This design comes from an exercise in tuning for small area on the open sky130 flow, not from production work.
Only simulation tests tie the RTL to the original design; equivalence was not proved.
No activity file was given, so power comes from the tool's default toggle rates. The clock port is modelled as an ideal driver; clocking choices that lean on that would not hold on a real chip.

==> design.v <==
module conv(
  input clk,
  input reset,
  input [15:0] pxl_in,
  output [15:0] pxl_out,
  output [9:0] count,
  output valid
);
  reg [15:0] r00;
  reg [15:0] r01;
  reg p_r01_13_1;
  reg p_r01_14_1;
  reg [15:0] r02;
  reg p_r02_13_1;
  reg p_r02_13_2;
  reg p_r02_14_1;
  reg [15:0] r10;
  reg p_r10_14_1;
  reg p_r10_14_2;
  reg [15:0] r11;
  reg [15:0] r12;
  reg [15:0] r20;
  reg [15:0] r21;
  reg [15:0] r22;
  reg p_r22_12_1;
  reg p_r22_13_1;
  reg p_r22_13_2;
  reg [25*16-1:0] line1;
  wire [15:0] line1_o = line1[25*16-1:24*16];
  reg [25*16-1:0] line2;
  wire [15:0] line2_o = line2[25*16-1:24*16];
  wire s1, c2;
  ha us1 (pxl_in[1], pxl_in[0], s1, c2);
  wire s3, c4;
  fa us3 (pxl_in[2], pxl_in[1], c2, s3, c4);
  wire s5, c6;
  fa us5 (pxl_in[3], pxl_in[2], c4, s5, c6);
  wire s7, c8;
  fa us7 (pxl_in[4], pxl_in[3], c6, s7, c8);
  wire s9, c10;
  fa us9 (pxl_in[5], pxl_in[4], c8, s9, c10);
  wire s11, c12;
  fa us11 (pxl_in[6], pxl_in[5], c10, s11, c12);
  wire s13, c14;
  fa us13 (pxl_in[7], pxl_in[6], c12, s13, c14);
  wire s15, c16;
  fa us15 (pxl_in[8], pxl_in[7], c14, s15, c16);
  wire s17, c18;
  fa us17 (pxl_in[9], pxl_in[8], c16, s17, c18);
  wire s19, c20;
  fa us19 (pxl_in[10], pxl_in[9], c18, s19, c20);
  wire s21, c22;
  fa us21 (pxl_in[11], pxl_in[10], c20, s21, c22);
  wire s23, c24;
  ha us23 (pxl_in[12], pxl_in[11], s23, c24);
  wire s25, c26;
  fa us25 (pxl_in[13], pxl_in[12], c24, s25, c26);
  wire s27, c28;
  fa us27 (pxl_in[14], pxl_in[13], c26, s27, c28);
  wire x29;
  xo ux29 (pxl_in[15], pxl_in[14], x29);
  wire x30;
  xo ux30 (x29, c28, x30);
  wire s31, c32;
  ha us31 (pxl_in[2], pxl_in[0], s31, c32);
  wire s33, c34;
  fa us33 (pxl_in[3], pxl_in[1], c32, s33, c34);
  wire s35, c36;
  fa us35 (pxl_in[4], pxl_in[2], c34, s35, c36);
  wire s37, c38;
  fa us37 (pxl_in[5], pxl_in[3], c36, s37, c38);
  wire s39, c40;
  fa us39 (pxl_in[6], pxl_in[4], c38, s39, c40);
  wire s41, c42;
  fa us41 (pxl_in[7], pxl_in[5], c40, s41, c42);
  wire s43, c44;
  fa us43 (pxl_in[8], pxl_in[6], c42, s43, c44);
  wire s45, c46;
  fa us45 (pxl_in[9], pxl_in[7], c44, s45, c46);
  wire s47, c48;
  fa us47 (pxl_in[10], pxl_in[8], c46, s47, c48);
  wire s49, c50;
  fa us49 (pxl_in[11], pxl_in[9], c48, s49, c50);
  wire s51, c52;
  fa us51 (pxl_in[12], pxl_in[10], c50, s51, c52);
  wire s53, c54;
  ha us53 (pxl_in[13], pxl_in[11], s53, c54);
  wire s55, c56;
  fa us55 (pxl_in[14], pxl_in[12], c54, s55, c56);
  wire x57;
  xo ux57 (pxl_in[15], pxl_in[13], x57);
  wire x58;
  xo ux58 (x57, c56, x58);
  wire s59, c60;
  ha us59 (pxl_in[3], pxl_in[0], s59, c60);
  wire s61, c62;
  fa us61 (pxl_in[4], pxl_in[1], c60, s61, c62);
  wire s63, c64;
  fa us63 (pxl_in[5], pxl_in[2], c62, s63, c64);
  wire s65, c66;
  fa us65 (pxl_in[6], pxl_in[3], c64, s65, c66);
  wire s67, c68;
  fa us67 (pxl_in[7], pxl_in[4], c66, s67, c68);
  wire s69, c70;
  fa us69 (pxl_in[8], pxl_in[5], c68, s69, c70);
  wire s71, c72;
  fa us71 (pxl_in[9], pxl_in[6], c70, s71, c72);
  wire s73, c74;
  fa us73 (pxl_in[10], pxl_in[7], c72, s73, c74);
  wire s75, c76;
  fa us75 (pxl_in[11], pxl_in[8], c74, s75, c76);
  wire s77, c78;
  fa us77 (pxl_in[12], pxl_in[9], c76, s77, c78);
  wire s79, c80;
  fa us79 (pxl_in[13], pxl_in[10], c78, s79, c80);
  wire s81, c82;
  ha us81 (pxl_in[14], pxl_in[11], s81, c82);
  wire x83;
  xo ux83 (pxl_in[15], pxl_in[12], x83);
  wire x84;
  xo ux84 (x83, c82, x84);
  wire s85, c86;
  ha us85 (pxl_in[0], s5, s85, c86);
  wire s87, c88;
  fa us87 (pxl_in[1], c86, s7, s87, c88);
  wire s89, c90;
  fa us89 (pxl_in[2], s9, c88, s89, c90);
  wire s91, c92;
  fa us91 (s59, s11, c90, s91, c92);
  wire s93, c94;
  fa us93 (s61, s13, c92, s93, c94);
  wire s95, c96;
  fa us95 (s63, s15, c94, s95, c96);
  wire s97, c98;
  fa us97 (s65, s17, c96, s97, c98);
  wire s99, c100;
  fa us99 (s67, s19, c98, s99, c100);
  wire s101, c102;
  fa us101 (s69, s21, c100, s101, c102);
  wire s103, c104;
  fa us103 (s23, s71, c22, s103, c104);
  wire s105, c106;
  ha us105 (s103, c102, s105, c106);
  wire s107, c108;
  fa us107 (s25, s73, c104, s107, c108);
  wire s109, c110;
  ha us109 (c106, s107, s109, c110);
  wire s111, c112;
  fa us111 (s27, s75, c108, s111, c112);
  wire s113, c114;
  ha us113 (c110, s111, s113, c114);
  wire x115;
  xo ux115 (x30, s77, x115);
  wire x116;
  xo ux116 (x115, c112, x116);
  wire x117;
  xo ux117 (x116, c114, x117);
  wire s118, c119;
  ha us118 (r00[0], pxl_in[0], s118, c119);
  wire s120, c121;
  fa us120 (r00[1], pxl_in[1], c119, s120, c121);
  wire s122, c123;
  fa us122 (r00[2], pxl_in[2], c121, s122, c123);
  wire s124, c125;
  fa us124 (r00[3], s59, c123, s124, c125);
  wire s126, c127;
  fa us126 (r00[4], s61, c125, s126, c127);
  wire s128, c129;
  fa us128 (r00[5], s63, c127, s128, c129);
  wire i130 = ~s128;
  wire s131, c132;
  ha us131 (pxl_in[0], i130, s131, c132);
  wire s133, c134;
  fa us133 (r00[6], s65, c129, s133, c134);
  wire i135 = ~s133;
  wire s136, c137;
  fa us136 (s1, c132, i135, s136, c137);
  wire s138, c139;
  fa us138 (r00[7], s67, c134, s138, c139);
  wire i140 = ~s138;
  wire s141, c142;
  fa us141 (s3, c137, i140, s141, c142);
  wire s143, c144;
  fa us143 (r00[8], s69, c139, s143, c144);
  wire i145 = ~s143;
  wire s146, c147;
  fa us146 (s5, i145, c142, s146, c147);
  wire s148, c149;
  fa us148 (r00[9], s71, c144, s148, c149);
  wire i150 = ~s148;
  wire s151, c152;
  fa us151 (s7, i150, c147, s151, c152);
  wire s153, c154;
  fa us153 (r00[10], s73, c149, s153, c154);
  wire i155 = ~s153;
  wire s156, c157;
  fa us156 (s9, i155, c152, s156, c157);
  wire s158, c159;
  fa us158 (r00[11], s75, c154, s158, c159);
  wire i160 = ~s158;
  wire s161, c162;
  fa us161 (s11, i160, c157, s161, c162);
  wire s163, c164;
  fa us163 (r00[12], s77, c159, s163, c164);
  wire i165 = ~s163;
  wire s166, c167;
  fa us166 (s13, i165, c162, s166, c167);
  wire s168, c169;
  fa us168 (r00[13], s79, c164, s168, c169);
  wire i170 = ~s168;
  wire s171, c172;
  ha us171 (s15, i170, s171, c172);
  wire s173, c174;
  fa us173 (r00[14], s81, c80, s173, c174);
  wire i175 = ~s17;
  wire s176, c177;
  fa us176 (i175, s173, c169, s176, c177);
  wire x178;
  xo ux178 (r00[15], x84, x178);
  wire x179;
  xo ux179 (x178, s19, x179);
  wire x180;
  xo ux180 (x179, c174, x180);
  wire x181;
  xo ux181 (x180, c177, x181);
  wire s182, c183;
  ha us182 (r01[0], pxl_in[0], s182, c183);
  wire s184, c185;
  fa us184 (r01[1], c183, s1, s184, c185);
  wire s186, c187;
  fa us186 (r01[2], s3, c185, s186, c187);
  wire s188, c189;
  fa us188 (r01[3], s5, c187, s188, c189);
  wire s190, c191;
  fa us190 (r01[4], s7, c189, s190, c191);
  wire s192, c193;
  fa us192 (pxl_in[0], s9, c191, s192, c193);
  wire i194 = ~s192;
  wire s195, c196;
  ha us195 (r01[5], i194, s195, c196);
  wire s197, c198;
  fa us197 (pxl_in[1], s11, c193, s197, c198);
  wire i199 = ~s197;
  wire s200, c201;
  fa us200 (r01[6], c196, i199, s200, c201);
  wire s202, c203;
  fa us202 (pxl_in[2], s13, c198, s202, c203);
  wire i204 = ~s202;
  wire s205, c206;
  fa us205 (r01[7], c201, i204, s205, c206);
  wire s207, c208;
  fa us207 (pxl_in[3], s15, c203, s207, c208);
  wire i209 = ~s207;
  wire s210, c211;
  fa us210 (r01[8], i209, c206, s210, c211);
  wire s212, c213;
  fa us212 (pxl_in[4], s17, c208, s212, c213);
  wire i214 = ~s212;
  wire s215, c216;
  fa us215 (r01[9], i214, c211, s215, c216);
  wire s217, c218;
  fa us217 (pxl_in[5], s19, c213, s217, c218);
  wire i219 = ~s217;
  wire s220, c221;
  fa us220 (r01[10], i219, c216, s220, c221);
  wire s222, c223;
  fa us222 (pxl_in[6], s21, c218, s222, c223);
  wire i224 = ~s222;
  wire s225, c226;
  fa us225 (r01[11], i224, c221, s225, c226);
  wire s227, c228;
  fa us227 (pxl_in[7], s23, c22, s227, c228);
  wire i229 = ~s227;
  wire s230, c231;
  fa us230 (r01[12], i229, c226, s230, c231);
  wire i232 = ~c223;
  wire s233, c234;
  ha us233 (i232, s230, s233, c234);
  wire s235, c236;
  fa us235 (pxl_in[8], s25, c228, s235, c236);
  wire i237 = ~s235;
  wire s238, c239;
  fa us238 (r01[13], p_r01_13_1, i237, s238, c239);
  wire s240, c241;
  fa us240 (r01[14], pxl_in[9], s27, s240, c241);
  wire i242 = ~p_r01_14_1;
  wire s243, c244;
  fa us243 (i242, s240, c236, s243, c244);
  wire x245;
  xo ux245 (r01[15], pxl_in[10], x245);
  wire x246;
  xo ux246 (x245, x30, x246);
  wire x247;
  xo ux247 (x246, c241, x247);
  wire x248;
  xo ux248 (x247, c244, x248);
  wire s249, c250;
  fa us249 (r02[13], p_r02_13_1, p_r02_13_2, s249, c250);
  wire i251 = ~r02[14];
  wire s252, c253;
  fa us252 (p_r02_14_1, i251, c250, s252, c253);
  wire x254;
  xo ux254 (r02[15], c253, x254);
  wire i255 = ~line1_o[0];
  wire s256, c257;
  ha us256 (i255, pxl_in[0], s256, c257);
  wire i258 = ~line1_o[1];
  wire s259, c260;
  fa us259 (i258, c257, s1, s259, c260);
  wire i261 = ~line1_o[2];
  wire s262, c263;
  fa us262 (i261, s3, c260, s262, c263);
  wire i264 = ~line1_o[3];
  wire s265, c266;
  fa us265 (i264, s5, c263, s265, c266);
  wire s267, c268;
  fa us267 (pxl_in[0], s7, c266, s267, c268);
  wire i269 = ~line1_o[4];
  wire s270, c271;
  ha us270 (i269, s267, s270, c271);
  wire s272, c273;
  fa us272 (line1_o[5], s1, s9, s272, c273);
  wire s274, c275;
  fa us274 (c268, c271, s272, s274, c275);
  wire s276, c277;
  fa us276 (line1_o[6], s3, s11, s276, c277);
  wire s278, c279;
  fa us278 (c273, c275, s276, s278, c279);
  wire s280, c281;
  fa us280 (line1_o[7], s5, s13, s280, c281);
  wire s282, c283;
  fa us282 (c277, s280, c279, s282, c283);
  wire s284, c285;
  fa us284 (line1_o[8], s7, c281, s284, c285);
  wire s286, c287;
  fa us286 (s15, s284, c283, s286, c287);
  wire s288, c289;
  fa us288 (line1_o[9], s9, c285, s288, c289);
  wire s290, c291;
  fa us290 (s17, s288, c287, s290, c291);
  wire s292, c293;
  fa us292 (line1_o[10], s11, c289, s292, c293);
  wire s294, c295;
  fa us294 (s19, s292, c291, s294, c295);
  wire s296, c297;
  fa us296 (line1_o[11], s13, c293, s296, c297);
  wire s298, c299;
  fa us298 (s21, s296, c295, s298, c299);
  wire s300, c301;
  fa us300 (line1_o[12], s23, s15, s300, c301);
  wire s302, c303;
  fa us302 (s300, c22, c297, s302, c303);
  wire s304, c305;
  ha us304 (s302, c299, s304, c305);
  wire s306, c307;
  fa us306 (line1_o[13], s25, s17, s306, c307);
  wire s308, c309;
  fa us308 (c301, s306, c303, s308, c309);
  wire s310, c311;
  ha us310 (c305, s308, s310, c311);
  wire s312, c313;
  fa us312 (line1_o[14], s27, s19, s312, c313);
  wire s314, c315;
  ha us314 (c307, s312, s314, c315);
  wire x316;
  xo ux316 (line1_o[15], x30, x316);
  wire x317;
  xo ux317 (x316, s21, x317);
  wire x318;
  xo ux318 (c313, x317, x318);
  wire x319;
  xo ux319 (c315, x318, x319);
  wire s320, c321;
  ha us320 (r10[0], pxl_in[0], s320, c321);
  wire s322, c323;
  fa us322 (r10[1], pxl_in[1], c321, s322, c323);
  wire s324, c325;
  fa us324 (r10[2], s31, c323, s324, c325);
  wire s326, c327;
  fa us326 (r10[3], s33, c325, s326, c327);
  wire s328, c329;
  fa us328 (r10[4], pxl_in[0], s35, s328, c329);
  wire s330, c331;
  ha us330 (c327, s328, s330, c331);
  wire s332, c333;
  fa us332 (r10[5], pxl_in[1], s37, s332, c333);
  wire s334, c335;
  fa us334 (c329, c331, s332, s334, c335);
  wire s336, c337;
  fa us336 (r10[6], pxl_in[2], s39, s336, c337);
  wire s338, c339;
  fa us338 (c333, s336, c335, s338, c339);
  wire s340, c341;
  fa us340 (r10[7], pxl_in[3], s41, s340, c341);
  wire s342, c343;
  fa us342 (c337, s340, c339, s342, c343);
  wire s344, c345;
  fa us344 (r10[8], pxl_in[4], s43, s344, c345);
  wire s346, c347;
  fa us346 (c341, s344, c343, s346, c347);
  wire s348, c349;
  fa us348 (r10[9], pxl_in[5], c345, s348, c349);
  wire s350, c351;
  fa us350 (s45, s348, c347, s350, c351);
  wire s352, c353;
  fa us352 (r10[10], pxl_in[6], c349, s352, c353);
  wire s354, c355;
  fa us354 (s47, s352, c351, s354, c355);
  wire s356, c357;
  fa us356 (r10[11], pxl_in[7], c353, s356, c357);
  wire s358, c359;
  fa us358 (s49, s356, c355, s358, c359);
  wire s360, c361;
  fa us360 (r10[12], pxl_in[8], c357, s360, c361);
  wire s362, c363;
  fa us362 (s51, s360, c359, s362, c363);
  wire s364, c365;
  fa us364 (r10[13], pxl_in[9], s53, s364, c365);
  wire s366, c367;
  fa us366 (s364, c52, c361, s366, c367);
  wire s368, c369;
  ha us368 (s366, c363, s368, c369);
  wire s370, c371;
  fa us370 (r10[14], p_r10_14_1, p_r10_14_2, s370, c371);
  wire s372, c373;
  fa us372 (s370, pxl_in[10], s55, s372, c373);
  wire s374, c375;
  fa us374 (c365, s372, c367, s374, c375);
  wire s376, c377;
  ha us376 (c369, s374, s376, c377);
  wire x378;
  xo ux378 (r10[15], c371, x378);
  wire x379;
  xo ux379 (x378, pxl_in[11], x379);
  wire x380;
  xo ux380 (x379, x58, x380);
  wire x381;
  xo ux381 (x380, c373, x381);
  wire x382;
  xo ux382 (x381, c375, x382);
  wire x383;
  xo ux383 (x382, c377, x383);
  wire s384, c385;
  ha us384 (r11[0], pxl_in[0], s384, c385);
  wire s386, c387;
  fa us386 (r11[1], pxl_in[1], c385, s386, c387);
  wire s388, c389;
  fa us388 (r11[2], s31, c387, s388, c389);
  wire s390, c391;
  fa us390 (r11[3], pxl_in[0], s33, s390, c391);
  wire s392, c393;
  ha us392 (c389, s390, s392, c393);
  wire s394, c395;
  fa us394 (r11[4], s1, s35, s394, c395);
  wire s396, c397;
  fa us396 (c391, c393, s394, s396, c397);
  wire s398, c399;
  fa us398 (r11[5], s3, s37, s398, c399);
  wire s400, c401;
  fa us400 (c395, c397, s398, s400, c401);
  wire s402, c403;
  fa us402 (r11[6], s5, s39, s402, c403);
  wire s404, c405;
  fa us404 (c399, s402, c401, s404, c405);
  wire s406, c407;
  fa us406 (r11[7], s7, s41, s406, c407);
  wire s408, c409;
  fa us408 (c403, s406, c405, s408, c409);
  wire s410, c411;
  fa us410 (r11[8], s9, s43, s410, c411);
  wire s412, c413;
  fa us412 (c407, s410, c409, s412, c413);
  wire s414, c415;
  fa us414 (r11[9], s11, c411, s414, c415);
  wire s416, c417;
  fa us416 (s45, s414, c413, s416, c417);
  wire s418, c419;
  fa us418 (r11[10], s13, c415, s418, c419);
  wire s420, c421;
  fa us420 (s47, s418, c417, s420, c421);
  wire s422, c423;
  fa us422 (r11[11], s15, c419, s422, c423);
  wire s424, c425;
  fa us424 (s49, s422, c421, s424, c425);
  wire s426, c427;
  fa us426 (r11[12], s17, c423, s426, c427);
  wire s428, c429;
  fa us428 (s51, s426, c425, s428, c429);
  wire s430, c431;
  fa us430 (r11[13], s53, s19, s430, c431);
  wire s432, c433;
  fa us432 (c52, s430, c427, s432, c433);
  wire s434, c435;
  ha us434 (s432, c429, s434, c435);
  wire s436, c437;
  fa us436 (r11[14], s55, s21, s436, c437);
  wire s438, c439;
  fa us438 (c431, s436, c433, s438, c439);
  wire s440, c441;
  ha us440 (c435, s438, s440, c441);
  wire x442;
  xo ux442 (r11[15], s23, x442);
  wire x443;
  xo ux443 (x442, x58, x443);
  wire x444;
  xo ux444 (x443, c22, x444);
  wire x445;
  xo ux445 (x444, c437, x445);
  wire x446;
  xo ux446 (x445, c439, x446);
  wire x447;
  xo ux447 (x446, c441, x447);
  wire i448 = ~pxl_in[0];
  wire s449, c450;
  ha us449 (line2_o[3], i448, s449, c450);
  wire i451 = ~pxl_in[1];
  wire s452, c453;
  fa us452 (line2_o[4], i451, c450, s452, c453);
  wire i454 = ~s31;
  wire s455, c456;
  fa us455 (line2_o[5], i454, c453, s455, c456);
  wire i457 = ~s33;
  wire s458, c459;
  fa us458 (line2_o[6], i457, c456, s458, c459);
  wire i460 = ~s35;
  wire s461, c462;
  fa us461 (line2_o[7], i460, c459, s461, c462);
  wire i463 = ~s37;
  wire s464, c465;
  fa us464 (line2_o[8], i463, c462, s464, c465);
  wire i466 = ~s39;
  wire s467, c468;
  fa us467 (line2_o[9], i466, c465, s467, c468);
  wire i469 = ~s41;
  wire s470, c471;
  fa us470 (line2_o[10], i469, c468, s470, c471);
  wire i472 = ~s43;
  wire s473, c474;
  fa us473 (line2_o[11], i472, c471, s473, c474);
  wire i475 = ~s45;
  wire s476, c477;
  fa us476 (line2_o[12], i475, c474, s476, c477);
  wire i478 = ~s47;
  wire s479, c480;
  fa us479 (line2_o[13], i478, c477, s479, c480);
  wire i481 = ~s49;
  wire s482, c483;
  fa us482 (line2_o[14], i481, c480, s482, c483);
  wire x484;
  xo ux484 (line2_o[15], s51, x484);
  wire x485;
  xo ux485 (x484, c483, x485);
  wire s486, c487;
  ha us486 (r20[0], pxl_in[0], s486, c487);
  wire s488, c489;
  fa us488 (r20[1], pxl_in[1], c487, s488, c489);
  wire s490, c491;
  fa us490 (r20[2], pxl_in[2], c489, s490, c491);
  wire s492, c493;
  fa us492 (r20[3], s59, c491, s492, c493);
  wire s494, c495;
  fa us494 (r20[4], pxl_in[0], s61, s494, c495);
  wire s496, c497;
  ha us496 (s494, c493, s496, c497);
  wire s498, c499;
  fa us498 (r20[5], pxl_in[1], s63, s498, c499);
  wire s500, c501;
  fa us500 (c495, s498, c497, s500, c501);
  wire s502, c503;
  fa us502 (r20[6], s31, s65, s502, c503);
  wire s504, c505;
  fa us504 (c499, s502, c501, s504, c505);
  wire s506, c507;
  fa us506 (r20[7], s33, s67, s506, c507);
  wire s508, c509;
  fa us508 (c503, s506, c505, s508, c509);
  wire s510, c511;
  fa us510 (r20[8], s35, s69, s510, c511);
  wire s512, c513;
  fa us512 (c507, s510, c509, s512, c513);
  wire s514, c515;
  fa us514 (r20[9], s37, s71, s514, c515);
  wire s516, c517;
  fa us516 (c511, s514, c513, s516, c517);
  wire s518, c519;
  fa us518 (r20[10], s39, c515, s518, c519);
  wire s520, c521;
  fa us520 (s73, s518, c517, s520, c521);
  wire s522, c523;
  fa us522 (r20[11], s41, c519, s522, c523);
  wire s524, c525;
  fa us524 (s75, s522, c521, s524, c525);
  wire s526, c527;
  fa us526 (r20[12], s43, c523, s526, c527);
  wire s528, c529;
  fa us528 (s77, s526, c525, s528, c529);
  wire s530, c531;
  fa us530 (r20[13], s45, c527, s530, c531);
  wire s532, c533;
  fa us532 (s79, s530, c529, s532, c533);
  wire s534, c535;
  fa us534 (r20[14], s81, s47, s534, c535);
  wire s536, c537;
  fa us536 (s534, c80, c531, s536, c537);
  wire s538, c539;
  ha us538 (s536, c533, s538, c539);
  wire x540;
  xo ux540 (r20[15], x84, x540);
  wire x541;
  xo ux541 (x540, s49, x541);
  wire x542;
  xo ux542 (c535, x541, x542);
  wire x543;
  xo ux543 (x542, c537, x543);
  wire x544;
  xo ux544 (x543, c539, x544);
  wire s545, c546;
  ha us545 (r21[1], i448, s545, c546);
  wire i547 = ~s1;
  wire s548, c549;
  fa us548 (r21[2], c546, i547, s548, c549);
  wire i550 = ~s3;
  wire s551, c552;
  fa us551 (r21[3], i550, c549, s551, c552);
  wire s553, c554;
  fa us553 (r21[4], i448, c552, s553, c554);
  wire i555 = ~s5;
  wire s556, c557;
  ha us556 (i555, s553, s556, c557);
  wire s558, c559;
  fa us558 (r21[5], c554, c557, s558, c559);
  wire i560 = ~s558;
  wire s561, c562;
  fa us561 (pxl_in[1], s7, i560, s561, c562);
  wire s563, c564;
  fa us563 (pxl_in[2], s9, c562, s563, c564);
  wire i565 = ~s563;
  wire s566, c567;
  fa us566 (r21[6], c559, i565, s566, c567);
  wire s568, c569;
  fa us568 (pxl_in[3], s11, c564, s568, c569);
  wire i570 = ~s568;
  wire s571, c572;
  fa us571 (r21[7], c567, i570, s571, c572);
  wire s573, c574;
  fa us573 (pxl_in[4], s13, c569, s573, c574);
  wire i575 = ~s573;
  wire s576, c577;
  fa us576 (r21[8], i575, c572, s576, c577);
  wire s578, c579;
  fa us578 (pxl_in[5], s15, c574, s578, c579);
  wire i580 = ~s578;
  wire s581, c582;
  fa us581 (r21[9], i580, c577, s581, c582);
  wire s583, c584;
  fa us583 (pxl_in[6], s17, c579, s583, c584);
  wire i585 = ~s583;
  wire s586, c587;
  fa us586 (r21[10], i585, c582, s586, c587);
  wire s588, c589;
  fa us588 (pxl_in[7], s19, c584, s588, c589);
  wire i590 = ~s588;
  wire s591, c592;
  fa us591 (r21[11], i590, c587, s591, c592);
  wire s593, c594;
  fa us593 (pxl_in[8], s21, c589, s593, c594);
  wire i595 = ~s593;
  wire s596, c597;
  ha us596 (r21[12], i595, s596, c597);
  wire s598, c599;
  fa us598 (pxl_in[9], s23, c22, s598, c599);
  wire i600 = ~s598;
  wire s601, c602;
  ha us601 (r21[13], i600, s601, c602);
  wire s603, c604;
  fa us603 (pxl_in[10], s25, c599, s603, c604);
  wire i605 = ~s603;
  wire s606, c607;
  fa us606 (r21[14], c602, i605, s606, c607);
  wire x608;
  xo ux608 (r21[15], pxl_in[11], x608);
  wire x609;
  xo ux609 (x608, s27, x609);
  wire x610;
  xo ux610 (x609, c604, x610);
  wire x611;
  xo ux611 (x610, c607, x611);
  wire i612 = ~r22[5];
  wire i613 = ~p_r22_13_1;
  wire i614 = ~r22[0];
  wire s615, c616;
  xn us615 (r22[1], r22[0], s615);
  o2 uc616 (r22[1], r22[0], c616);
  wire s617, c618;
  ha us617 (r22[2], c616, s617, c618);
  wire s619, c620;
  xn us619 (r22[3], c618, s619);
  o2 uc620 (r22[3], c618, c620);
  wire s621, c622;
  xn us621 (r22[4], c620, s621);
  o2 uc622 (r22[4], c620, c622);
  wire s623, c624;
  xn us623 (i612, c622, s623);
  o2 uc624 (i612, c622, c624);
  wire s625, c626;
  ha us625 (r22[6], c624, s625, c626);
  wire s627, c628;
  ha us627 (r22[7], c626, s627, c628);
  wire s629, c630;
  ha us629 (r22[8], c628, s629, c630);
  wire s631, c632;
  ha us631 (r22[9], c630, s631, c632);
  wire s633, c634;
  ha us633 (r22[10], c632, s633, c634);
  wire s635, c636;
  ha us635 (r22[11], c634, s635, c636);
  wire s637, c638;
  fa us637 (r22[12], p_r22_12_1, c636, s637, c638);
  wire i639 = ~s637;
  wire s640, c641;
  fa us640 (r22[13], p_r22_13_2, i613, s640, c641);
  wire s642, c643;
  fa us642 (s640, c638, s637, s642, c643);
  wire s644, c645;
  fa us644 (r22[14], c641, c643, s644, c645);
  wire x646;
  xo ux646 (r22[15], c645, x646);
  wire i647 = ~x646;
  wire [15:0] line1_i = {x254, s252, s249, r02[12], r02[11], r02[10], r02[9], r02[8], r02[7], r02[6], r02[5], r02[4], r02[3], r02[2], r02[1], r02[0]};
  wire [15:0] line2_i = {r12[15], r12[14], r12[13], r12[12], r12[11], r12[10], r12[9], r12[8], r12[7], r12[6], r12[5], r12[4], r12[3], r12[2], r12[1], r12[0]};
  assign pxl_out = {i647, s644, s642, i639, s635, s633, s631, s629, s627, s625, s623, s621, s619, s617, s615, i614};
  always @(posedge clk) begin
    r00 <= {x117, s113, s109, s105, s101, s99, s97, s95, s93, s91, s89, s87, s85, s3, s1, pxl_in[0]};
    r01 <= {x181, s176, s171, s166, s161, s156, s151, s146, s141, s136, s131, s126, s124, s122, s120, s118};
    p_r01_13_1 <= c167;
    p_r01_14_1 <= c172;
    r02 <= {x248, s243, s238, s233, s225, s220, s215, s210, s205, s200, s195, s190, s188, s186, s184, s182};
    p_r02_13_1 <= c231;
    p_r02_13_2 <= c234;
    p_r02_14_1 <= c239;
    r10 <= {x319, s314, s310, s304, s298, s294, s290, s286, s282, s278, s274, s270, s265, s262, s259, s256};
    p_r10_14_1 <= c309;
    p_r10_14_2 <= c311;
    r11 <= {x383, s376, s368, s362, s358, s354, s350, s346, s342, s338, s334, s330, s326, s324, s322, s320};
    r12 <= {x447, s440, s434, s428, s424, s420, s416, s412, s408, s404, s400, s396, s392, s388, s386, s384};
    r20 <= {x485, s482, s479, s476, s473, s470, s467, s464, s461, s458, s455, s452, s449, line2_o[2], line2_o[1], line2_o[0]};
    r21 <= {x544, s538, s532, s528, s524, s520, s516, s512, s508, s504, s500, s496, s492, s490, s488, s486};
    r22 <= {x611, s606, s601, s596, s591, s586, s581, s576, s571, s566, s561, s556, s551, s548, s545, r21[0]};
    p_r22_12_1 <= c592;
    p_r22_13_1 <= c594;
    p_r22_13_2 <= c597;
    line1 <= {line1[24*16-1:0], line1_i};
    line2 <= {line2[24*16-1:0], line2_i};
  end
  reg [9:0] counter;
  wire [10:0] cy;
  wire [9:0] cn;
  assign cy[0] = 1'b1;
  genvar gi;
  generate for (gi = 0; gi < 10; gi = gi + 1) begin : inc
    assign cn[gi] = counter[gi] ^ cy[gi];
    assign cy[gi+1] = counter[gi] & cy[gi];
  end endgenerate
  always @(posedge clk) begin
    if (reset) counter <= 10'd0;
    else counter <= cn;
  end
  assign count = counter;
  wire [7:0] ce = counter[9:2];
  wire [1:0] w1 = ce[0] + ce[3] + ce[6];
  wire [1:0] w2 = ce[1] + ce[4] + ce[7];
  wire [1:0] w4 = ce[2] + ce[5];
  wire [4:0] vs7 = w1 + {w2, 1'b0} + {w4, 2'b0};
  wire m0 = (vs7 == 5'd0) | (vs7 == 5'd7) | (vs7 == 5'd14);
  wire ge = (|ce[7:4]) | (&ce[3:0]);
  wire le = (ce <= 8'd196);
  assign valid = ge & le & ~(counter[1] & m0);
endmodule
module fa(input a, input b, input c, output s, output co);
  assign s = a ^ b ^ c;
  assign co = (a & b) | (c & (a ^ b));
endmodule
module ha(input a, input b, output s, output co);
  assign s = a ^ b;
  assign co = a & b;
endmodule
module xo(input a, input b, output s);
  assign s = a ^ b;
endmodule
module xn(input a, input b, output s);
  assign s = ~(a ^ b);
endmodule
module o2(input a, input b, output s);
  assign s = a | b;
endmodule
==> run.sh <==
#!/bin/bash
# synth_recipe.tcl (not shown) runs the flow's synth.tcl, then flattens the netlist and writes it again
# the make line also repeats each setting of config.mk as NAME=value (left out here)
make -C /OpenROAD-flow-scripts/flow DESIGN_CONFIG=/design/flow/config.mk WORK_HOME=/design/flow/orfs CLKGATE_MAP_FILE= SYNTH_SCRIPT=/design/flow/synth_recipe.tcl finish
==> config.mk <==
export PLATFORM = sky130hd
export DESIGN_NAME = conv
export DESIGN_NICKNAME = conv
export VERILOG_FILES = /design/flow/design.v
export SDC_FILE = /design/flow/constraint.sdc
export NUM_CORES = 4
export LEC_CHECK = 0
export ABC_AREA = 0
export CAP_MARGIN = 0
export CORE_MARGIN = 2
export CORE_UTILIZATION = 40
export CTS_CLUSTER_DIAMETER = 150
export CTS_CLUSTER_SIZE = 25
export GPL_TIMING_DRIVEN = 0
export SLEW_MARGIN = 0
export SYNTH_HIERARCHICAL = 1
==> constraint.sdc <==
create_clock -name core_clock -period 7.5 [get_ports {clk}]
set_input_delay 1.5000 -clock core_clock [delete_from_list [all_inputs] [get_ports {clk}]]
set_output_delay 1.5000 -clock core_clock [all_outputs]
set_load 0.01 [all_outputs]
==> summary.txt, run 1 <==
# TYPE chip_impl_metric gauge
chip_impl_metric{name="asyncSetResetFlopFracSynth",unit="%"} 0
chip_impl_info{name="crit_top_cell",value="sky130_fd_sc_hd__fa_1"} 1
chip_impl_metric{name="place_hpwl",unit="um"} 21000
chip_impl_metric{name="detail_route.wirelength",unit="um"} 31700
chip_impl_metric{name="synthesis_to_finish_area_growth",unit="%"} 10.6
chip_impl_info{name="synth_top_cells_by_count",value="sky130_fd_sc_hd__dfxtp_1, sky130_fd_sc_hd__fa_1, sky130_fd_sc_hd__inv_1"} 1
chip_impl_metric{name="ys_seq_elements",unit=""} 964
chip_impl_info{name="tritoncts",value="built"} 1
chip_impl_info{name="synth.area.top_cells",value="sky130_fd_sc_hd__dfxtp_1, sky130_fd_sc_hd__fa_1, sky130_fd_sc_hd__ha_1, sky130_fd_sc_hd__xor2_1, sky130_fd_sc_hd__inv_1"} 1
chip_impl_info{name="crit_path_cell_trace",value="buf_6 > ha_4 > fa_2 > inv_1 > fa_1 > fa_1 > ha_1 > fa_1 > inv_1 > fa_1 > fa_1 > fa_1 > fa_1 > fa_1 > fa_1 > fa_1 > fa_1 > inv_1 > ha_1"} 1
chip_impl_info{name="holdCritStartpoint",value="line2[11]$_DFF_P_"} 1
chip_impl_metric{name="overall_die_height",unit="um"} 257
chip_impl_metric{name="timing.critical_path.slowest_cell_delay",unit="ps"} 630
chip_impl_metric{name="initial_core_utilization",unit="%"} 40.5
chip_impl_metric{name="final.min_clock_period",unit="ps"} 7300
chip_impl_info{name="largest_area_contributor_in_the_synthesized_netlist",value="sky130_fd_sc_hd__dfxtp_1"} 1
chip_impl_metric{name="synth_edf_count",unit=""} 0
chip_impl_metric{name="detailedRoute.firstIterationViolations",unit=""} 343
chip_impl_metric{name="fp.coreArea",unit="um2"} 63100
chip_impl_info{name="cpLargestDelayFamily",value="adder cells"} 1
chip_impl_metric{name="clock_path_buffers",unit=""} 3
chip_impl_metric{name="reg2reg_slack",unit="ps"} 1260
chip_impl_metric{name="synth_top_cell_area_share",unit="%"} 75.6
chip_impl_metric{name="maxSlewHeadroom",unit="%"} 42.1
chip_impl_metric{name="leakage",unit="nW"} 11.7
chip_impl_metric{name="route.antenna.remaining_nets",unit=""} 0
chip_impl_info{name="routed.top_layer",value="met5"} 1
chip_impl_metric{name="route.layer.met1.wl",unit="um"} 15800
chip_impl_metric{name="met2_length",unit="um"} 13800
chip_impl_info{name="reg2reg_from",value="r01[0]$_DFF_P_"} 1
chip_impl_metric{name="wire_per_inst",unit="um"} 13.5
chip_impl_info{name="end_kind",value="flip-flop"} 1
chip_impl_metric{name="slew_violations",unit=""} 0
chip_impl_metric{name="global_route_wire_length_before_repair",unit="um"} 54200
chip_impl_metric{name="report.final.setup_viol",unit=""} 0
chip_impl_info{name="synth-main-ff-cell",value="sky130_fd_sc_hd__dfxtp_1"} 1
chip_impl_metric{name="syn_nets",unit=""} 1708
chip_impl_metric{name="clock_power_share",unit="%"} 17.9
chip_impl_metric{name="yosysSeqAreaShare",unit="%"} 75.6
chip_impl_info{name="critical_path.slowest_cell",value="sky130_fd_sc_hd__fa_2"} 1
chip_impl_info{name="critical_path.reg2reg.endpoint",value="r02[12]$_DFF_P_"} 1
chip_impl_metric{name="synthesis.yosys.warnings",unit=""} 7
chip_impl_metric{name="grt_antenna_before_repair",unit=""} 4
chip_impl_metric{name="drtPass1Iterations",unit=""} 4
chip_impl_info{name="min_delay_worst_endpoint",value="line2[27]$_DFF_P_"} 1
chip_impl_metric{name="drive_gt1_share",unit="%"} 5.52
chip_impl_metric{name="avgSynthCellArea",unit="um2"} 18.1
chip_impl_info{name="criticalPathCategory",value="input pin to flip-flop"} 1
chip_impl_metric{name="die_x",unit="um"} 257
chip_impl_metric{name="port_buffers",unit=""} 44
chip_impl_metric{name="num_antenna_cells",unit=""} 0
chip_impl_metric{name="gpl.final_weighted_congestion",unit=""} 0.751
chip_impl_metric{name="numClockSinks",unit=""} 964
chip_impl_metric{name="drv.max_cap_violation_count",unit=""} 0
chip_impl_metric{name="share_comb_of_total_power",unit="%"} 21.3
chip_impl_metric{name="synth_area",unit="um2"} 25500
chip_impl_metric{name="design.portCount",unit=""} 45
chip_impl_metric{name="intPower",unit="W"} 0.0104
chip_impl_metric{name="dp_cell_count",unit=""} 2299
chip_impl_metric{name="worst_ep_arrival_time",unit="ps"} 7770
chip_impl_metric{name="postLayoutCoreUtil",unit="%"} 44.8
chip_impl_metric{name="worstRegToRegCells",unit=""} 16
chip_impl_metric{name="cts_max_level",unit=""} 2
chip_impl_info{name="clock_tree.root_cell",value="sky130_fd_sc_hd__clkbuf_16"} 1
chip_impl_metric{name="grt_start_max_net_pins",unit=""} 26
chip_impl_metric{name="irDropWorstVdd",unit="mV"} 0.233
chip_impl_metric{name="final_hold_viol_count",unit=""} 0
chip_impl_metric{name="gr_ovfl_total",unit=""} 0
chip_impl_metric{name="floorplan.die_area",unit="um2"} 65900
chip_impl_metric{name="synth_instances",unit=""} 1409
chip_impl_metric{name="met3WireLength",unit="um"} 1350
chip_impl_info{name="run_status",value="complete, no violations"} 1
chip_impl_metric{name="switching_power",unit="W"} 0.00362
chip_impl_metric{name="path_buf_inv",unit=""} 4
chip_impl_metric{name="crit_path_max_fanout",unit=""} 14
chip_impl_metric{name="clock.fmax",unit="MHz"} 137
chip_impl_metric{name="worst_pin_slew",unit="ps"} 866
chip_impl_metric{name="via_count_of_the_routed_design",unit=""} 9275
chip_impl_metric{name="fin_worst_skew",unit="ps"} 21.2
chip_impl_metric{name="finish.cell_count_without_fillers",unit=""} 2349
chip_impl_metric{name="cts_inserted_buffers",unit=""} 44
chip_impl_metric{name="finalCritPeriodShare",unit="%"} 97.3
chip_impl_metric{name="drt-vias-per-instance",unit=""} 3.95
chip_impl_metric{name="p_seq_share",unit="%"} 60.8
chip_impl_info{name="yosys.cell_count.top_type",value="sky130_fd_sc_hd__dfxtp_1"} 1
chip_impl_metric{name="first_global_vias",unit=""} 10200
chip_impl_metric{name="swShare",unit="%"} 25.8
chip_impl_info{name="hp-class",value="flip-flop to flip-flop"} 1
chip_impl_metric{name="cellPowerDensity",unit="nW/um2"} 497
chip_impl_metric{name="globalRouteTotalUtil",unit="%"} 10.3
chip_impl_info{name="timing.critical_path.from_type",value="input pin"} 1
chip_impl_metric{name="core.rowCount",unit=""} 92
chip_impl_metric{name="worstHoldPathCells",unit=""} 0
chip_impl_metric{name="clk-insertion-delay-late",unit="ps"} 590
chip_impl_metric{name="remaining_drc_errors",unit=""} 0
chip_impl_metric{name="cts.clk_slew.worst_paths",unit="ps"} 110
chip_impl_metric{name="yosys.cell_types.count",unit=""} 24
chip_impl_metric{name="num-nets-final",unit=""} 1800
chip_impl_metric{name="worst_ep_required_time",unit="ps"} 7970
-- power groups by stage --
stage / registers [W] / clock network [W] / logic (W)
after floorplan: 0.00839 / 0 / 0.00200
after global placement: 0.00867 / 0 / 0.00311
after detailed placement: 0.00867 / 0 / 0.00311
after CTS: 0.00862 / 0.00263 / 0.00316
after global routing: 0.00885 / 0.00282 / 0.00358
final: 0.00854 / 0.00251 / 0.00298
-- per-layer routing --
layer / GRT usage, % / up-vias
li1: - / 4450
met1: 15.0 / 4666
met2: 15.3 / 89
met3: 2.53 / 62
met4: 3.13 / 8
met5: 0 / -
-- worst max-delay path by stage --
| stage | from | end | slack, ps | depth (start not counted) |
|---|---|---|---|---|
| after CTS | pxl_in[1] | r02[12]$_DFF_P_ | 7 | 17 |
| after detailed placement | pxl_in[1] | r22[12]$_DFF_P_ | -1950 | 19 |
| after floorplan | pxl_in[1] | r22[12]$_DFF_P_ | 9 | 18 |
| after global routing | pxl_in[2] | r12[15]$_DFF_P_ | -7 | 17 |
| after global placement | pxl_in[1] | r22[12]$_DFF_P_ | -1930 | 19 |
| final | pxl_in[1] | r22[12]$_DFF_P_ | 200 | 19 |
-- modules after synthesis, one instance, submodules excluded --
| module | times used | cells | cell area, um2 |
|---|---|---|---|
| conv | 1 | 1087 | 20000 |
| fa | 224 | 1 | 20.0 |
| ha | 44 | 1 | 12.5 |
| xn | 4 | 1 | 8.76 |
| xo | 46 | 1 | 8.76 |
| o2 | 4 | 1 | 6.26 |
-- cells by family after synthesis --
kind of cell	count (synthesis)	synth area share, %
buffers and inverters	78	1.38
DFF	964	75.6
xor gates and xnor gates	52	1.78
and+or+nand+nor	29	0.696
adders and majority gates	281	20.4
AOI/OAI and AO/OA	5	0.176
-- layout by cell type (no fill, tap or decap), types with 2 or more instances in the layout --
master | synthesis | layout
sky130_fd_sc_hd__nor2_1 | 3 | 3
sky130_fd_sc_hd__dfxtp_1 | 964 | 964
sky130_fd_sc_hd__or2_1 | 4 | 4
sky130_fd_sc_hd__buf_4 | 16 | 18
sky130_fd_sc_hd__nand3b_1 | 2 | 2
sky130_fd_sc_hd__clkbuf_16 | 0 | 45
sky130_fd_sc_hd__xnor2_1 | 5 | 5
sky130_fd_sc_hd__xor2_1 | 47 | 47
sky130_fd_sc_hd__nand2_1 | 2 | 2
sky130_fd_sc_hd__fa_1 | 226 | 216
sky130_fd_sc_hd__nor2b_1 | 9 | 9
sky130_fd_sc_hd__clkdlybuf4s50_1 | 0 | 39
sky130_fd_sc_hd__inv_1 | 62 | 62
sky130_fd_sc_hd__buf_6 | 0 | 2
sky130_fd_sc_hd__inv_6 | 0 | 2
sky130_fd_sc_hd__ha_1 | 55 | 54
sky130_fd_sc_hd__o311a_1 | 2 | 2
sky130_fd_sc_hd__nand3_1 | 2 | 2
sky130_fd_sc_hd__fa_2 | 0 | 10
-- layout make-up --
cell class | count | area [um2]
fill | 5567 | 34800
sequential | 964 | 19300
multi-input combinational | 367 | 5930
clock buffer | 45 | 1130
tap | 846 | 1060
timing repair buffer | 46 | 449
inverter | 62 | 233
buffer | 16 | 120
clock inverter | 3 | 33.8
-- worst reg2reg max path, stage by stage (launching register included) --
cell and delay, ps:
sky130_fd_sc_hd__dfxtp_1 310, sky130_fd_sc_hd__ha_1 200, sky130_fd_sc_hd__fa_1 420, sky130_fd_sc_hd__fa_1 400
sky130_fd_sc_hd__fa_1 390, sky130_fd_sc_hd__fa_1 410, sky130_fd_sc_hd__fa_1 390, sky130_fd_sc_hd__fa_1 490
sky130_fd_sc_hd__inv_1 50, sky130_fd_sc_hd__fa_1 380, sky130_fd_sc_hd__fa_1 410, sky130_fd_sc_hd__fa_1 380
sky130_fd_sc_hd__fa_1 380, sky130_fd_sc_hd__fa_1 380, sky130_fd_sc_hd__fa_1 390, sky130_fd_sc_hd__fa_1 450
sky130_fd_sc_hd__ha_1 310
-- sequential cells by signal (all words and copies together), names as in the netlist, 10 cells and up --
name     cells
line1      400
line2      400
r00         16
r01         16
r02         16
r10         16
r11         16
r12         16
r20         16
r21         16
r22         16
counter     10
-- through the flow --
step                      setup TNS, ps  hold WS (ps)  power, W  area (um2)  worst slack (ps)
after floorplan                       0           310    0.0104       25500              8.59
after global placement           -66600           311    0.0118       27000             -1930
after detailed placement         -68780           312    0.0118       27000             -1950
after CTS                             0           309    0.0144       28200              6.89
after global routing              -6.78           314    0.0152       28200             -6.78
final                                 0           312    0.0140       28200               201
-- repair_timing --
item,CTS,global route
pin swaps,1,2
gates resized for setup,24,12
hold buffers,0,0
gates cloned,0,0
endpoints found under the setup margin,50,10
buffers inserted,1,1
hold endpoints to repair,0,0
==> run 2, diff against run 1 <==
==> flow/run.sh (new file) <==
#!/bin/bash
# The standard layout (standard.sh) with two changes: the port buffers are
# the smallest buffer cell, and clock tree synthesis puts up to 35 flip-flops
# (within 90 um) on one leaf buffer and adds no dummy loads.
# ORFS writes each step's full log under orfs/logs/; make's output goes to
# standard.log.
set -euo pipefail
export BUFFER_PORTS_ARGS="-buffer_cell sky130_fd_sc_hd__buf_1"
export CTS_ARGS="-sink_clustering_enable -repair_clock_nets -dont_use_dummy_load -sink_clustering_size 35 -sink_clustering_max_diameter 90"
bash standard.sh > standard.log 2>&1
==> standard.sh (new file) <==
#!/bin/bash
# synth_recipe.tcl (not shown) runs the flow's synth.tcl, then flattens the netlist and writes it again
# the make line also repeats each setting of config.mk as NAME=value (left out here)
make -C /OpenROAD-flow-scripts/flow DESIGN_CONFIG=/design/flow/config.mk WORK_HOME=/design/flow/orfs CLKGATE_MAP_FILE= SYNTH_SCRIPT=/design/flow/synth_recipe.tcl "${@:-finish}"
removed: run.sh
==> run 2 against run 1 <==
Fmax down 0.20%. Sequential cell count stayed put. Critical endpoint is now r02[12]$_DFF_P_. Largest cell class unchanged. Die area did not move. Sequential share of layout area up 1.0 points.
==> summary.txt, run 2 <==
# TYPE chip_impl_metric gauge
chip_impl_info{name="synth-main-ff-cell",value="sky130_fd_sc_hd__dfxtp_1"} 1
chip_impl_metric{name="wire_per_inst",unit="um"} 13.8
chip_impl_metric{name="detailedRoute.firstIterationViolations",unit=""} 336
chip_impl_metric{name="die_x",unit="um"} 257
chip_impl_metric{name="synthXorXnorAreaFrac",unit="%"} 1.78
chip_impl_metric{name="final_hold_viol_count",unit=""} 0
chip_impl_info{name="layout.cells.most_common",value="sky130_fd_sc_hd__dfxtp_1"} 1
chip_impl_metric{name="leakage",unit="nW"} 11.5
chip_impl_metric{name="finish.cell_count_without_fillers",unit=""} 2349
chip_impl_metric{name="synth_compound_area_share",unit="%"} 0.176
chip_impl_metric{name="met2_length",unit="um"} 14100
chip_impl_metric{name="irDropWorstVdd",unit="mV"} 0.308
chip_impl_info{name="clock_tree.root_cell",value="sky130_fd_sc_hd__clkbuf_16"} 1
chip_impl_metric{name="met3WireLength",unit="um"} 1180
chip_impl_info{name="critPathCapture",value="r02[12]$_DFF_P_"} 1
chip_impl_metric{name="finalCritPeriodShare",unit="%"} 97.5
chip_impl_metric{name="reg2reg_slack",unit="ps"} 1170
chip_impl_metric{name="detail_route.wirelength",unit="um"} 32400
chip_impl_info{name="end_kind",value="flip-flop"} 1
chip_impl_metric{name="num_antenna_cells",unit=""} 0
chip_impl_metric{name="drive_gt1_share",unit="%"} 5.92
chip_impl_metric{name="gr_ovfl_total",unit=""} 0
chip_impl_metric{name="synth_area",unit="um2"} 25500
chip_impl_metric{name="synth_top_cell_area_share",unit="%"} 75.6
chip_impl_metric{name="setup_slack",unit="ps"} 186
chip_impl_metric{name="grt_antenna_before_repair",unit=""} 4
chip_impl_info{name="crit_top_cell",value="sky130_fd_sc_hd__fa_2"} 1
chip_impl_metric{name="drt-vias-per-instance",unit=""} 3.92
chip_impl_info{name="biggestRegsByFlops",value="line1 x400, line2 x400"} 1
chip_impl_metric{name="cts_inserted_buffers",unit=""} 34
chip_impl_metric{name="clock_path_buffers",unit=""} 3
chip_impl_metric{name="route.layer.met1.wl",unit="um"} 16300
chip_impl_metric{name="worst_pin_slew",unit="ps"} 983
chip_impl_metric{name="drv.max_cap_violation_count",unit=""} 0
chip_impl_metric{name="slew_violations",unit=""} 0
chip_impl_info{name="timing.critical_path.from_type",value="input pin"} 1
chip_impl_metric{name="ys_seq_elements",unit=""} 964
chip_impl_metric{name="fp.coreArea",unit="um2"} 63100
chip_impl_metric{name="globalRouteTotalUtil",unit="%"} 10.6
chip_impl_info{name="critical_path.slowest_cell",value="sky130_fd_sc_hd__fa_1"} 1
chip_impl_metric{name="nFillCells",unit=""} 5613
chip_impl_metric{name="cts.clk_slew.worst_paths",unit="ps"} 110
chip_impl_metric{name="worst_hold_slack",unit="ps"} 320
chip_impl_metric{name="post_synth_and_or_nand_nor_area_fraction",unit="%"} 0.696
chip_impl_info{name="hp-class",value="flip-flop to flip-flop"} 1
chip_impl_metric{name="core.rowCount",unit=""} 92
chip_impl_metric{name="fin_worst_skew",unit="ps"} 47.4
chip_impl_metric{name="synthAdderAreaFrac",unit="%"} 20.4
chip_impl_info{name="synth.area.top_cells",value="sky130_fd_sc_hd__dfxtp_1, sky130_fd_sc_hd__fa_1, sky130_fd_sc_hd__ha_1, sky130_fd_sc_hd__xor2_1, sky130_fd_sc_hd__inv_1"} 1
chip_impl_metric{name="place_hpwl",unit="um"} 21300
chip_impl_metric{name="syn_nets",unit=""} 1708
chip_impl_metric{name="report.final.setup_viol",unit=""} 0
chip_impl_metric{name="worst_ep_required_time",unit="ps"} 7970
chip_impl_metric{name="first_global_vias",unit=""} 10100
chip_impl_metric{name="clk-insertion-delay-late",unit="ps"} 590
chip_impl_metric{name="worst_setup_timing_slack_at_the_placement_stage",unit="ps"} -1600
chip_impl_info{name="yosys.cell_count.top_type",value="sky130_fd_sc_hd__dfxtp_1"} 1
chip_impl_metric{name="via_count_of_the_routed_design",unit=""} 9219
chip_impl_metric{name="yosys.cell_types.count",unit=""} 24
chip_impl_info{name="tritoncts",value="built"} 1
chip_impl_metric{name="initial_core_utilization",unit="%"} 40.5
chip_impl_metric{name="worst_ep_arrival_time",unit="ps"} 7780
chip_impl_info{name="most_used_cells_in_the_layout_excluding_fill_and_tap_cells",value="sky130_fd_sc_hd__dfxtp_1, sky130_fd_sc_hd__fa_1, sky130_fd_sc_hd__inv_1"} 1
chip_impl_metric{name="floorplan.die_area",unit="um2"} 65900
chip_impl_metric{name="grt_start_max_net_pins",unit=""} 36
chip_impl_info{name="crit_path_cell_trace",value="buf_6 > buf_12 > ha_4 > fa_2 > fa_2 > fa_2 > fa_2 > fa_2 > fa_2 > fa_2 > fa_2 > fa_2 > fa_2 > fa_1 > inv_1 > fa_1 > fa_1 > ha_1"} 1
chip_impl_metric{name="clock.fmax",unit="MHz"} 137
chip_impl_metric{name="timing.critical_path.slowest_cell_delay",unit="ps"} 520
chip_impl_metric{name="design.portCount",unit=""} 45
chip_impl_metric{name="global_route_wire_length_before_repair",unit="um"} 55000
chip_impl_metric{name="synth_instances",unit=""} 1409
chip_impl_metric{name="num-nets-final",unit=""} 1804
chip_impl_metric{name="remaining_drc_errors",unit=""} 0
chip_impl_metric{name="route.antenna.remaining_nets",unit=""} 0
chip_impl_metric{name="yosysSeqAreaShare",unit="%"} 75.6
chip_impl_metric{name="drtPass1Iterations",unit=""} 4
chip_impl_metric{name="crit_path_max_fanout",unit=""} 8
chip_impl_info{name="reg2reg_from",value="r01[0]$_DFF_P_"} 1
chip_impl_metric{name="synthesis.yosys.warnings",unit=""} 7
chip_impl_metric{name="synthesis_to_finish_area_growth",unit="%"} 8.93
chip_impl_metric{name="numClockSinks",unit=""} 964
chip_impl_info{name="synth_top_cells_by_count",value="sky130_fd_sc_hd__dfxtp_1, sky130_fd_sc_hd__fa_1, sky130_fd_sc_hd__inv_1"} 1
chip_impl_metric{name="cts_max_level",unit=""} 2
chip_impl_info{name="critical_path.reg2reg.endpoint",value="r02[12]$_DFF_P_"} 1
chip_impl_metric{name="dp_cell_count",unit=""} 2300
chip_impl_metric{name="gpl.final_weighted_congestion",unit=""} 0.752
chip_impl_metric{name="maxSlewHeadroom",unit="%"} 34.5
chip_impl_metric{name="avgSynthCellArea",unit="um2"} 18.1
chip_impl_metric{name="synth_edf_count",unit=""} 0
chip_impl_info{name="rsz0062_at_grt",value="no"} 1
chip_impl_info{name="startpoint",value="pxl_in[1]"} 1
chip_impl_metric{name="worstRegToRegCells",unit=""} 16
chip_impl_metric{name="overall_die_height",unit="um"} 257
chip_impl_info{name="criticalPathCategory",value="input pin to flip-flop"} 1
chip_impl_metric{name="cellPowerDensity",unit="nW/um2"} 490
chip_impl_info{name="synth_top_family_by_area",value="adder cells"} 1
chip_impl_info{name="run_status",value="complete, no violations"} 1
chip_impl_info{name="routed.top_layer",value="met5"} 1
chip_impl_metric{name="asyncSetResetFlopFracSynth",unit="%"} 0
chip_impl_metric{name="port_buffers",unit=""} 44
chip_impl_metric{name="post-layout-total-power",unit="W"} 0.0136
chip_impl_info{name="largest_area_contributor_in_the_synthesized_netlist",value="sky130_fd_sc_hd__dfxtp_1"} 1
chip_impl_metric{name="final.min_clock_period",unit="ps"} 7310
chip_impl_metric{name="post_synth_mux_area_share",unit="%"} 0
## run 2: metal layers
metal / vias to the layer above / GRT usage [%]
li1: 4438 / -
met3: 52 / 2.25
met2: 72 / 15.7
met1: 4649 / 15.5
met4: 8 / 3.33
met5: - / 0
## run 2: per-stage QoR
stage | util (%) | setup TNS [ps] | area [um2]
2_1_floorplan | - | 0 | 25500
3_3_place_gp | 42.4 | -37380 | 26800
3_5_place_dp | 42.5 | -37290 | 26800
4_1_cts | 44.1 | 0 | 27800
5_1_grt | 44.1 | 0 | 27800
6_report | 44.1 | 0 | 27800
## run 2: kinds of logic after synthesis
kind of cell / count (synthesis)
buffers and inverters: 78
xor gates and xnor gates: 52
AOI/OAI and AO/OA: 5
DFF: 964
adders and majority gates: 281
and+or+nand+nor: 29
## run 2: worst min path at each step
stage	start	end	slack, ps	cells past startpoint
after floorplan	r02[0]$_DFF_P_	line1[0]$_DFF_P_	310	0
after global placement	line2[165]$_DFF_P_	line2[181]$_DFF_P_	310	0
after detailed placement	line1[173]$_DFF_P_	line1[189]$_DFF_P_	310	0
after CTS	line1[73]$_DFF_P_	line1[89]$_DFF_P_	330	0
after global routing	line1[73]$_DFF_P_	line1[89]$_DFF_P_	330	0
final	line1[338]$_DFF_P_	line1[354]$_DFF_P_	320	0
## run 2: timing repair
item | 4_1_cts | 5_1_grt
endpoints found under the setup margin | 29 | 10
setup buffers | 15 | 0
pin swaps | 10 | 2
gates resized for setup | 26 | 12
hold buffers | 0 | 0
## run 2: layout make-up
cell class,count,area (um2),share of cell area (%)
clock buffer,34,851,3.06
sequential,964,19300,69.4
buffer,16,120,0.432
inverter,62,233,0.836
multi-input combinational,367,5940,21.4
tap,846,1060,3.80
timing repair buffer,60,318,1.14
## run 2: worst max-delay path, delay by kind of cell
kind	cells	cell delay [ps]
adder cells (fa/ha/maj)	15	5880
buffers and inverters	3	350
## run 2: modules after synthesis, one instance, submodules excluded
module,flops+latches,copies in the design,cell area [um2],cells
conv,964,1,20000,1087
fa,0,224,20.0,1
ha,0,44,12.5,1
o2,0,4,6.26,1
xn,0,4,8.76,1
xo,0,46,8.76,1
## run 2: power breakdown
| group | switching (W) | internal (W) |
|---|---|---|
| clock network | 0.00136 | 0.000828 |
| logic | 0.00152 | 0.00140 |
| registers | 0.000712 | 0.00782 |
==> run 3, diff against run 2 <==
==> flow/run.sh (replaced) <==
#!/bin/bash
# The standard layout (standard.sh) with two changes: the port buffers are
# the two-strength buffer cell, and clock tree synthesis puts up to 33 flip-flops
# (within 90 um) on one leaf buffer and adds no dummy loads.
# ORFS writes each step's full log under orfs/logs/; make's output goes to
# standard.log.
set -euo pipefail
export BUFFER_PORTS_ARGS="-buffer_cell sky130_fd_sc_hd__buf_2"
export CTS_ARGS="-sink_clustering_enable -repair_clock_nets -dont_use_dummy_load -sink_clustering_size 33 -sink_clustering_max_diameter 90"
bash standard.sh > standard.log 2>&1
==> run 3 against run 2 <==
Largest cell class unchanged. Via count decreased by 0.22%. Core utilization decreased by 0.051 points. Design area decreased by 0.12%. Highest routed layer unchanged. Wire length decreased by 2.2%. Final cell count decreased by 0.47%. Sequential cell count unchanged. Clock-buffer cell count increased by 2.
==> summary.txt, run 3 <==
# TYPE chip_impl_metric gauge
chip_impl_metric{name="asyncSetResetFlopFracSynth",unit="%"} 0
chip_impl_metric{name="design.portCount",unit=""} 45
chip_impl_metric{name="synth_instances",unit=""} 1409
chip_impl_info{name="largest_area_contributor_in_the_synthesized_netlist",value="sky130_fd_sc_hd__dfxtp_1"} 1
chip_impl_metric{name="die_x",unit="um"} 257
chip_impl_info{name="synth_top_cells_by_count",value="sky130_fd_sc_hd__dfxtp_1, sky130_fd_sc_hd__fa_1, sky130_fd_sc_hd__inv_1"} 1
chip_impl_metric{name="cts.clk_slew.worst_paths",unit="ps"} 120
chip_impl_info{name="timing.critical_path.from_type",value="input pin"} 1
chip_impl_info{name="layout.cells.most_common",value="sky130_fd_sc_hd__dfxtp_1"} 1
chip_impl_metric{name="worst_ep_required_time",unit="ps"} 7950
chip_impl_info{name="synth.area.top_cells",value="sky130_fd_sc_hd__dfxtp_1, sky130_fd_sc_hd__fa_1, sky130_fd_sc_hd__ha_1, sky130_fd_sc_hd__xor2_1, sky130_fd_sc_hd__inv_1"} 1
chip_impl_metric{name="irDropWorstVdd",unit="mV"} 0.300
chip_impl_metric{name="route.antenna.remaining_nets",unit=""} 0
chip_impl_metric{name="initial_core_utilization",unit="%"} 40.5
chip_impl_metric{name="worst_ep_arrival_time",unit="ps"} 7770
chip_impl_metric{name="drv.max_cap_violation_count",unit=""} 0
chip_impl_metric{name="dp_cell_count",unit=""} 2299
chip_impl_metric{name="timing.setup.tns",unit="ps"} 0
chip_impl_metric{name="final_hold_viol_count",unit=""} 0
chip_impl_metric{name="synth_top_cell_area_share",unit="%"} 75.6
chip_impl_metric{name="worst_setup_timing_slack_at_the_placement_stage",unit="ps"} -1000
chip_impl_metric{name="num-nets-final",unit=""} 1792
chip_impl_metric{name="report.final.setup_viol",unit=""} 0
chip_impl_metric{name="clock_path_buffers",unit=""} 3
chip_impl_metric{name="via_count_of_the_routed_design",unit=""} 9199
chip_impl_metric{name="cts_max_level",unit=""} 2
chip_impl_metric{name="yosysSeqAreaShare",unit="%"} 75.6
chip_impl_info{name="critical_path.slowest_cell",value="sky130_fd_sc_hd__fa_2"} 1
chip_impl_metric{name="syn_nets",unit=""} 1708
chip_impl_metric{name="globalRouteTotalUtil",unit="%"} 10.4
chip_impl_metric{name="wire_per_inst",unit="um"} 13.5
chip_impl_metric{name="synthesis_to_finish_area_growth",unit="%"} 8.80
chip_impl_metric{name="fp.coreArea",unit="um2"} 63100
chip_impl_metric{name="place_hpwl",unit="um"} 21100
chip_impl_metric{name="postLayoutCoreUtil",unit="%"} 44.1
chip_impl_metric{name="finalCritPeriodShare",unit="%"} 97.5
chip_impl_metric{name="final.min_clock_period",unit="ps"} 7310
chip_impl_info{name="crit_path_cell_trace",value="buf_6 > ha_4 > fa_2 > fa_2 > fa_1 > fa_1 > fa_1 > fa_1 > inv_1 > fa_1 > fa_1 > fa_1 > fa_1 > fa_1 > fa_1 > fa_1 > ha_1"} 1
chip_impl_metric{name="synthesis.yosys.warnings",unit=""} 7
chip_impl_metric{name="cts_hold_buffers",unit=""} 0
chip_impl_info{name="crit_top_cell",value="sky130_fd_sc_hd__fa_1"} 1
chip_impl_metric{name="avgSynthCellArea",unit="um2"} 18.1
chip_impl_metric{name="remaining_drc_errors",unit=""} 0
chip_impl_info{name="clock_tree.root_cell",value="sky130_fd_sc_hd__clkbuf_16"} 1
chip_impl_metric{name="worst_pin_slew",unit="ps"} 645
chip_impl_info{name="most_used_cells_in_the_layout_excluding_fill_and_tap_cells",value="sky130_fd_sc_hd__dfxtp_1, sky130_fd_sc_hd__fa_1, sky130_fd_sc_hd__inv_1"} 1
chip_impl_metric{name="detail_route.wirelength",unit="um"} 31600
chip_impl_info{name="yosys.cell_count.top_type",value="sky130_fd_sc_hd__dfxtp_1"} 1
chip_impl_metric{name="clk-insertion-delay-late",unit="ps"} 590
chip_impl_metric{name="gpl.final_weighted_congestion",unit=""} 0.756
chip_impl_metric{name="cellPowerDensity",unit="nW/um2"} 492
chip_impl_metric{name="finish.cell_count_without_fillers",unit=""} 2338
chip_impl_info{name="hp-class",value="flip-flop to flip-flop"} 1
chip_impl_metric{name="gr_ovfl_total",unit=""} 0
chip_impl_metric{name="yosys.cell_types.count",unit=""} 24
chip_impl_metric{name="detailedRoute.firstIterationViolations",unit=""} 346
chip_impl_info{name="criticalPathCategory",value="input pin to flip-flop"} 1
chip_impl_metric{name="leakage",unit="nW"} 11.6
chip_impl_metric{name="overall_die_height",unit="um"} 257
chip_impl_metric{name="fin_worst_skew",unit="ps"} 55.8
chip_impl_metric{name="port_buffers",unit=""} 44
chip_impl_metric{name="crit_path_max_fanout",unit=""} 14
chip_impl_metric{name="drt-vias-per-instance",unit=""} 3.93
chip_impl_metric{name="grt_antenna_before_repair",unit=""} 5
chip_impl_info{name="run_status",value="complete, no violations"} 1
chip_impl_info{name="biggestRegsByFlops",value="line1 x400, line2 x400"} 1
chip_impl_metric{name="synth_area",unit="um2"} 25500
chip_impl_metric{name="slew_violations",unit=""} 0
chip_impl_metric{name="timing.critical_path.slowest_cell_delay",unit="ps"} 590
chip_impl_metric{name="clock.fmax",unit="MHz"} 137
chip_impl_metric{name="layout.area.seq",unit="um2"} 19300
-- run 3: cells by family (layout without fill, tap and decap cells) --
logic type	after synthesis	in the layout	synth area share [%]
buf+inv	78	160	1.38
other cells	0	1	0
flops	964	964	75.6
compound gates	5	5	0.176
simple gates	29	29	0.696
xor+xnor	52	52	1.78
fa+ha+maj	281	281	20.4
-- run 3: area by class of cell --
type | instances | area share [%]
inverter | 62 | 0.837
clock buffer | 36 | 3.24
sequential | 964 | 69.4
multi-input combinational | 367 | 21.3
antenna | 1 | 0.00900
buffer | 16 | 0.432
timing repair buffer | 46 | 0.900
tap | 846 | 3.81
-- run 3: modules after synthesis (local to each module, per instance) --
module,times used,area (um2)
o2,4,6.26
xn,4,8.76
conv,1,20000
ha,44,12.5
fa,224,20.0
xo,46,8.76
-- run 3: per-stage QoR --
stage / cell area [um2] / power [W] / hold WS (ps)
after floorplan: 25500 / 0.0104 / 310
after global placement: 26800 / 0.0116 / 311
after detailed placement: 26800 / 0.0117 / 312
after CTS: 27800 / 0.0140 / 306
after global routing: 27800 / 0.0148 / 321
final: 27800 / 0.0137 / 309
-- run 3: layer usage --
layer	up-vias	track usage, %	wire length [um]
li1	4412	-	-
met4	10	3.34	740
met1	4635	15.0	15700
met5	-	0	54
met2	88	15.4	13600
met3	54	2.43	1500
-- run 3: timing repair --
action / in CTS / in global routing
resized for setup: 5 / 10
pin swaps: 1 / 1
endpoints found under the setup margin: 8 / 7
setup buffers: 2 / 0
-- run 3: worst paths after layout --
| path | from | end | slack (ps) | depth (start not counted) |
|---|---|---|---|---|
| worst max register to register | r00[0]$_DFF_P_ | r01[15]$_DFF_P_ | 1200 | 16 |
| worst min register to register | line2[345]$_DFF_P_ | line2[361]$_DFF_P_ | 310 | 0 |
| worst max-delay path | pxl_in[1] | r02[12]$_DFF_P_ | 190 | 17 |
| worst min-delay path | line2[345]$_DFF_P_ | line2[361]$_DFF_P_ | 310 | 0 |
-- run 3: where the power goes --
part,total (W),switching [W],internal [W],leakage [nW]
combinational,0.00291,0.00150,0.00141,3.05
sequential,0.00853,0.000708,0.00782,8.13
clock,0.00224,0.00137,0.000873,0.444
total,0.0137,0.00357,0.0101,11.6
-- run 3: critical path: cells and delay by family --
family                     cells  cell delay (ps)
adders and majority gates     15             6020
buffers and inverters          2              220

separate check: timing with driven ports:
No port has a modelled driver above. Below, the same layouts with a new extraction and two added sets of constraints. Step 1, drivers: a clkbuf_16 drives clk and a buf_2 each remaining input, both assumed. Step 2 times the ports against the registers' clock, not the clock port: input delays grow and output delays shrink by t, the midpoint of the rising clock arrivals with the driver on. Three values: no drivers, after step 1, after step 2; two values: the first two.
run	t, ns	slack for setup (ns)	slew at the worst register clock pin (ns)	pins driven straight from the clock port
run 1	0.633	0.201 / 0.206 / -0.427	0.11 / 0.11	1
run 2	0.618	0.186 / 0.202 / -0.416	0.13 / 0.13	1
run 3	0.623	0.186 / 0.213 / -0.411	0.12 / 0.12	1
Met with ideal ports but missed after step 2: setup timing in every run listed. For run 1, which loses most, drivers alone change the setup slack by +0.005 ns; drivers and shift together by -0.628 ns.
